Background: an optimization exercise with open tools, aiming at small area, a short achievable clock period and few clock cycles. Do not read the settings as production practice. The RTL was checked by simulation tests, not by an equivalence proof against the original design.

oak:
Design sdiv_op, start of the top module:
module sdiv_op #(parameter INPUTS = 2,
		parameter OUTPUTS = 1,
		parameter DATA_IN_SIZE = 32,
		parameter DATA_OUT_SIZE = 32)
		(
		input clk,
		input rst,
		input [INPUTS * (DATA_IN_SIZE)- 1 : 0]data_in_bus,
		input [INPUTS - 1 : 0]valid_in_bus,
		output [INPUTS - 1 : 0] ready_in_bus,
		output [OUTPUTS * (DATA_OUT_SIZE) - 1 : 0]data_out_bus,
		output [OUTPUTS - 1 : 0]valid_out_bus,
		input [OUTPUTS - 1 : 0] ready_out_bus
);
make LEC_CHECK=0 CAP_MARGIN=20 CORE_MARGIN=2 CORE_UTILIZATION=45 PLACE_DENSITY=0.6 SETUP_SLACK_MARGIN=2.4 SLEW_MARGIN=20 SYNTH_HIERARCHICAL=1 finish   # period 5.0 ns
run.sh (not shown) runs the stock make flow with config.mk's settings and CLKGATE_MAP_FILE= SYNTH_SCRIPT=/design/flow/synth_recipe.tcl, a recipe that flattens the netlist after the stock synthesis.
Testbench counts of oak, summed over its fixed seeds: cycles 16,327.
Inputs modified between oak and pine:
Settings: TNS_END_PERCENT: unset -> 10.
==> flow/flow/run.sh (new file) <==
#!/bin/bash
# The standard layout, with small plain buffers on the ports instead of the
# delay cells buffer_ports picks by default. Every port still gets a buffer.
set -euo pipefail
export BUFFER_PORTS_ARGS="-buffer_cell sky130_fd_sc_hd__buf_2"
bash standard.sh > standard.log 2>&1
==> flow/standard.sh (new file) <==
#!/bin/bash
# synth_recipe.tcl (not shown) runs the flow's synth.tcl, then flattens the netlist and writes it again
# the make line also repeats each setting of config.mk as NAME=value (left out here)
make -C /OpenROAD-flow-scripts/flow DESIGN_CONFIG=/design/flow/config.mk WORK_HOME=/design/flow/orfs CLKGATE_MAP_FILE= SYNTH_SCRIPT=/design/flow/synth_recipe.tcl "${@:-finish}"
removed: flow/run.sh
Notes after the runs:
Relative to oak, relative area change from synthesis to final layout decreased by 5.7 points in pine.
Summary: with oak as the reference, weighted congestion at the end of routability-driven global placement in pine moved up by a few percent.
Total setup buffers inserted after CTS (higher): oak
Summary of pine over oak: clock skew level; final setup slack of the worst path shrank by 0.035 ns.
The share of cell area taken by multi-input logic gates reported for pine is greater than that of oak by 2.7 points.
The master of the slowest instance on the critical path comes out sky130_fd_sc_hd__or4_1 in one run and sky130_fd_sc_hd__clkdlybuf4s50_1 in the other, namely in pine and oak respectively.
Compared with oak, in pine fraction of layout instances using a drive strength above 1 grew by 5.0 points, share of the final layout cell area in sequential cells grew by 1.0 points.
> inputs changed (pine -> birch)
Settings: TNS_END_PERCENT removed (was 10); SETUP_SLACK_MARGIN changed from 2.4 to 2.0.
--- outcome ---
Summary of birch over pine: number of global-route vias before repair -0.32%, wire length of the first global-routing pass has remained practically unchanged. NOTE: cell area in birch falls short of that of pine. The post-detailed-placement half-perimeter wirelength of birch and that of pine are within noise of each other. In the metrics for pine and birch, the one carrying the higher clock period minus worst slack is birch. Worst setup slack in birch is 0.22 ns lower than in pine. birch -> pine: hold slack flat. Summary of birch over pine: sequential share of layout area closely matched the old numbers, final critical-path share of the clock period increased by 4.5 points relative to the old numbers, sequential standard cell area decreased by about 0.9% relative to the old numbers.

sdiv_op, a different RTL version from the one above (not shown whole).
Size: about 1,500 cells after synthesis.
Settings: LEC_CHECK=0, CAP_MARGIN=20, CORE_MARGIN=2, CORE_UTILIZATION=55, CTS_BUF_LIST=sky130_fd_sc_hd__clkbuf_4 sky130_fd_sc_hd__clkbuf_8, PLACE_DENSITY=0.65, SETUP_SLACK_MARGIN=2.5, SLEW_MARGIN=20, SYNTH_HIERARCHICAL=1; clock period 5.0 ns.
standard.sh (not shown) runs the stock make flow with config.mk's settings and CLKGATE_MAP_FILE= SYNTH_SCRIPT=/design/flow/synth_recipe.tcl, a recipe that flattens the netlist after the stock synthesis.
==> flow/flow/run.sh <==
#!/bin/bash
# The standard layout, with small plain buffers on the ports instead of the
# delay cells buffer_ports picks by default. Every port still gets a buffer.
set -euo pipefail
export BUFFER_PORTS_ARGS="-buffer_cell sky130_fd_sc_hd__buf_1"
bash standard.sh > standard.log 2>&1
Testbench counts at the start, summed over its fixed seeds: cycles 16,327.
Next try:
--- a/flow/config.mk
+++ b/flow/config.mk
@@ -12,3 +12,3 @@
 export PLACE_DENSITY = 0.65
-export SETUP_SLACK_MARGIN = 2.5
+export SETUP_SLACK_MARGIN = 2.7
 export SLEW_MARGIN = 20
=>
- cell area came out higher by a few percent
- area after synthesis stays the same
- worst setup slack gets better by 0.12 ns
- non-clock buffer count came out higher by 61
- sequential share of layout area came out lower by 1.0 points
- worst hold slack stays flat
- routed wire length came out higher by a little under a tenth
- first-iteration DRC count came out higher by about a fifth
- via count came out higher by a few percent
Next try:
--- a/flow/config.mk
+++ b/flow/config.mk
@@ -12,3 +12,3 @@
 export PLACE_DENSITY = 0.65
-export SETUP_SLACK_MARGIN = 2.7
+export SETUP_SLACK_MARGIN = 2.3
 export SLEW_MARGIN = 20
Result:
- The changed run completed with no timing, DRC or antenna violations
- non-clock buffer count came out lower by 90
- worst hold slack gets better by 0.0065 ns
- area after synthesis is unchanged
Next try:
--- a/flow/config.mk
+++ b/flow/config.mk
@@ -12,4 +12,5 @@
 export PLACE_DENSITY = 0.65
-export SETUP_SLACK_MARGIN = 2.3
+export SETUP_SLACK_MARGIN = 2.4
 export SLEW_MARGIN = 20
 export SYNTH_HIERARCHICAL = 1
+export TNS_END_PERCENT = 10
What happened: Hold slack stays flat; utilization came out higher by 0.30 points; area after synthesis is unchanged; sequential cell count does not change; final cell count increases by about 0.5%.
Next try:
--- a/flow/config.mk
+++ b/flow/config.mk
@@ -15,2 +15 @@
 export SYNTH_HIERARCHICAL = 1
-export TNS_END_PERCENT = 10
After rerunning: Clock skew stays flat. Non-clock buffer count increases by 6. Global-route usage barely changes. Die area does not change. Register-to-register slack gets better by 0.06 ns.

## old
sdiv_op, a different RTL version from the one above (not shown whole).
Size in the first run: ~100 I/O pins, roughly 0.013 sq mm of cells after synthesis.
==> flow/config.mk <==
export PLATFORM = sky130hd
export DESIGN_NAME = sdiv_op
export DESIGN_NICKNAME = sdiv_op
export VERILOG_FILES = /design/flow/design.v
export SDC_FILE = /design/flow/constraint.sdc
export NUM_CORES = 4
export LEC_CHECK = 0
export CAP_MARGIN = 20
export CORE_MARGIN = 2
export CORE_UTILIZATION = 65
export CTS_BUF_LIST = sky130_fd_sc_hd__clkbuf_4 sky130_fd_sc_hd__clkbuf_8
export PLACE_DENSITY = 0.75
export SETUP_SLACK_MARGIN = 2.5
export SLEW_MARGIN = 20
export SYNTH_HIERARCHICAL = 1
==> flow/constraint.sdc <==
create_clock -name core_clock -period 5.0 [get_ports {clk}]
set_input_delay 1.0000 -clock core_clock [delete_from_list [all_inputs] [get_ports {clk}]]
set_output_delay 1.0000 -clock core_clock [all_outputs]
set_load 0.01 [all_outputs]
Scripts as last shown in full above: flow/flow/run.sh
Testbench counts of old, summed over its fixed seeds: cycles 16,327.
> inputs changed (old -> new)
diff --git a/flow/config.mk b/flow/config.mk
--- a/flow/config.mk
+++ b/flow/config.mk
@@ -12,3 +12,3 @@
 export PLACE_DENSITY = 0.75
-export SETUP_SLACK_MARGIN = 2.5
+export SETUP_SLACK_MARGIN = 2.6
 export SLEW_MARGIN = 20
## What came out
- old → new: via count up 0.79%; number of global-route vias before repair went up by 165.

JK:
sdiv_op, a different RTL version from the one above (not shown whole).
Size: roughly 1500 cells after synthesis, about 100 I/O pins, roughly 12000 um2 of cells after synthesis.
export LEC_CHECK = 0
export CAP_MARGIN = 20
export CORE_MARGIN = 2
export CORE_UTILIZATION = 65
export CTS_BUF_LIST = sky130_fd_sc_hd__clkbuf_4 sky130_fd_sc_hd__clkbuf_8
export PLACE_DENSITY = 0.75
export SETUP_SLACK_MARGIN = 2.7
export SLEW_MARGIN = 20
export SYNTH_HIERARCHICAL = 1
create_clock -name core_clock -period 5.0 [get_ports {clk}]
Scripts as last shown in full above: flow/flow/run.sh
Testbench counts of JK, summed over its fixed seeds: cycles 16,327.
Changes in MS relative to JK:
Settings: PLACE_DENSITY: 0.75 -> 0.6; CORE_UTILIZATION: 65 -> 45.
Via count (lower): MS
Going from JK to MS, final cell count without fillers increased about 7%; routing usage on met1 went down; vertical die dimension has increased.
Cmp JK and MS / final cell utilization of the core / higher: JK
From JK to MS the numbers moved as follows: area overhead of the layout relative to synthesis now larger, final design area excluding fillers now larger, total negative slack comparable.
MS has largest stage delay on the critical path above what JK had.
From JK to MS the numbers moved as follows: worst hold margin now sits higher; area enclosed by the die boundary now sits higher.
Input-level comparison between AL and MS:
Settings: a change of CORE_UTILIZATION from 45 to 65; a change of SETUP_SLACK_MARGIN from 2.7 to 2.8; a change of PLACE_DENSITY from 0.6 to 0.75.
- The placeable core region in AL is 0.69 times that in MS.
- On cell area, MS loses to AL.
- AL -> MS: average cell area after synthesis delta 0, exact match
- Diff MS -> AL: routability-driven placement congestion ratio now sits higher; area growth from synthesis to layout went down.
Relative to AL, the following input files were edited for TR:
Settings: changing PLACE_DENSITY from 0.75 to 0.65; changing SETUP_SLACK_MARGIN from 2.8 to 2.7; changing CORE_UTILIZATION from 65 to 55.
- From AL to TR the numbers moved as follows: fraction of area in multi-input gates went up 0.36 points; largest net degree at the start of global routing comparable.
- On sequential portion of the cell area, the lower figure sits with AL, not TR.
- met2 track demand over resource in TR is 8.3 points below AL.
- TR vs. AL: relative area change from synthesis to final layout shrank by 1.8 points, non-clock buffer count in the final layout dropped 26.
Input changes introduced in PW (baseline for comparison: TR):
Settings: swapping 55 for 65 in CORE_UTILIZATION; swapping 2.7 for 2.5 in SETUP_SLACK_MARGIN; swapping 0.65 for 0.75 in PLACE_DENSITY.
[summary]
Clock-cell share of area: PW vs TR — no meaningful difference. Going from TR to PW, cell area went down, standard-cell row count went down, initial standard-cell utilization of the core went up.

sdiv_op again, from the RTL that the note above started with.
clock: 5.0 ns
lec_check: 0
cap_margin: 20
core_margin: 2
core_utilization: 75
cts_buf_list: sky130_fd_sc_hd__clkbuf_4 sky130_fd_sc_hd__clkbuf_8
place_density: 0.85
setup_slack_margin: 2.7
slew_margin: 20
synth_hierarchical: 1
Scripts as last shown in full above: flow/flow/run.sh
The baseline ran to the end with no violations.
Testbench counts at the start, summed over its fixed seeds: cycles 16,327.
Next try:
CORE_UTILIZATION = 65   (was 75)
PLACE_DENSITY = 0.75   (was 0.85)
SETUP_SLACK_MARGIN = 2.6   (was 2.7)
The changed run finished clean.
Die area went up by about a fifth.
Sequential cell count does not change.
Setup slack improves by 0.033 ns.
Final cell count rises slightly.
Synthesized cell count is unchanged.

sdiv_op with an RTL version that a note above also has.
Size in the first run: roughly 1400 cells after synthesis, about 100 I/O pins, roughly 13000 um2 of cells after synthesis.
export LEC_CHECK = 0
export CAP_MARGIN = 20
export CORE_MARGIN = 2
export CORE_UTILIZATION = 45
export PLACE_DENSITY = 0.6
export SETUP_SLACK_MARGIN = 2.4
export SLEW_MARGIN = 20
export SYNTH_HIERARCHICAL = 1
create_clock -name core_clock -period 5.0 [get_ports {clk}]
==> flow/flow/run.sh <==
#!/bin/bash
# The standard layout, with two changes to how it is made:
#  - small plain buffers on the ports instead of the delay cells buffer_ports
#    picks by default (every port still gets a buffer);
#  - the resizer may swap a cell for one with a different footprint
#    (MATCH_CELL_FOOTPRINT=0), so timing repair can upsize weak cells.
set -euo pipefail
export BUFFER_PORTS_ARGS="-buffer_cell sky130_fd_sc_hd__buf_2"
bash standard.sh MATCH_CELL_FOOTPRINT=0 finish > standard.log 2>&1
The first run completed without violations.
Testbench counts at the start, summed over its fixed seeds: cycles 16,327.
Edit:
==> flow/flow/run.sh (replaced) <==
#!/bin/bash
# The standard layout, with small plain buffers on the ports instead of the
# delay cells buffer_ports picks by default. Every port still gets a buffer.
set -euo pipefail
export BUFFER_PORTS_ARGS="-buffer_cell sky130_fd_sc_hd__buf_2"
bash standard.sh > standard.log 2>&1
Settings changed: ABC_AREA set to 1.
Result:
- The new run finished with timing, DRC and antenna clean
- worst setup slack gets worse by 0.023 ns
- synthesized cell count came out higher by 67%
- clock skew barely changes
- global-route usage grows by 1.9 points
- cell count grows by 49%
- design area rises by 2.5%
- maximum frequency went down by 0.90%
- routed wire length climbs by 12%
- sequential share of layout area is lower by 0.50 points

## separate check: timing with driven ports
How much do the figures lean on ideal ports? The routed layouts below were timed once more, with nothing changed but the port constraints. Step 1 (the two cells are an assumption about what drives the block):
set clk [get_ports {clk}]
set_driving_cell -lib_cell sky130_fd_sc_hd__clkbuf_16 $clk
set_driving_cell -lib_cell sky130_fd_sc_hd__buf_2 [delete_from_list [all_inputs] $clk]
Step 2 also shifts input and output timing later by t, the mid clock arrival at the registers, as if the neighbouring blocks saw the same clock. Three values: ideal, step 1, step 2; two values: the first two.
| run | shift t [ns] | setup WS [ns] | worst setup path after step 2 | cell pins on the clock port's net |
|---|---|---|---|---|
| oak | 0.472 | 2.468 / 2.478 / 2.025 | input to register | 1 |
| pine | 0.477 | 2.433 / 2.433 / 2.343 | input to register | 1 |
| birch | 0.480 | 2.208 / 2.208 / 2.208 | register to register | 1 |
| the first run of note 2 | 0.499 | 2.454 / 2.454 / 2.264 | input to register | 1 |
| the second run of note 2 | 0.496 | 2.574 / 2.574 / 2.255 | input to register | 1 |
| the third run of note 2 | 0.490 | 2.381 / 2.381 / 2.289 | input to register | 1 |
| the fourth run of note 2 | 0.496 | 2.382 / 2.382 / 2.274 | input to register | 1 |
| the fifth run of note 2 | 0.497 | 2.442 / 2.442 / 2.281 | input to register | 1 |
| old | 0.494 | 2.538 / 2.538 / 2.234 | input to register | 1 |
| new | 0.489 | 2.556 / 2.556 / 2.237 | input to register | 1 |
| JK | 0.506 | 2.750 / 2.750 / 2.306 | input to register | 1 |
| MS | 0.484 | 2.731 / 2.731 / 2.329 | input to register | 1 |
| AL | 0.513 | 2.668 / 2.668 / 2.391 | input to register | 1 |
| TR | 0.508 | 2.748 / 2.748 / 2.325 | input to register | 1 |
| PW | 0.512 | 2.552 / 2.552 / 2.253 | input to register | 1 |
| the first run of note 5 | 0.506 | 2.628 / 2.628 / 2.317 | input to register | 1 |
| the second run of note 5 | 0.512 | 2.661 / 2.661 / 2.254 | input to register | 1 |
| the first run of note 6 | 0.473 | 2.482 / 2.482 / 2.310 | input to register | 1 |
| the second run of note 6 | 0.496 | 2.459 / 2.459 / 2.330 | input to register | 1 |
After both steps every run listed still meets setup and hold. For JK, which loses most, drivers alone change the setup slack by 0.000 ns; drivers and shift together by -0.444 ns.
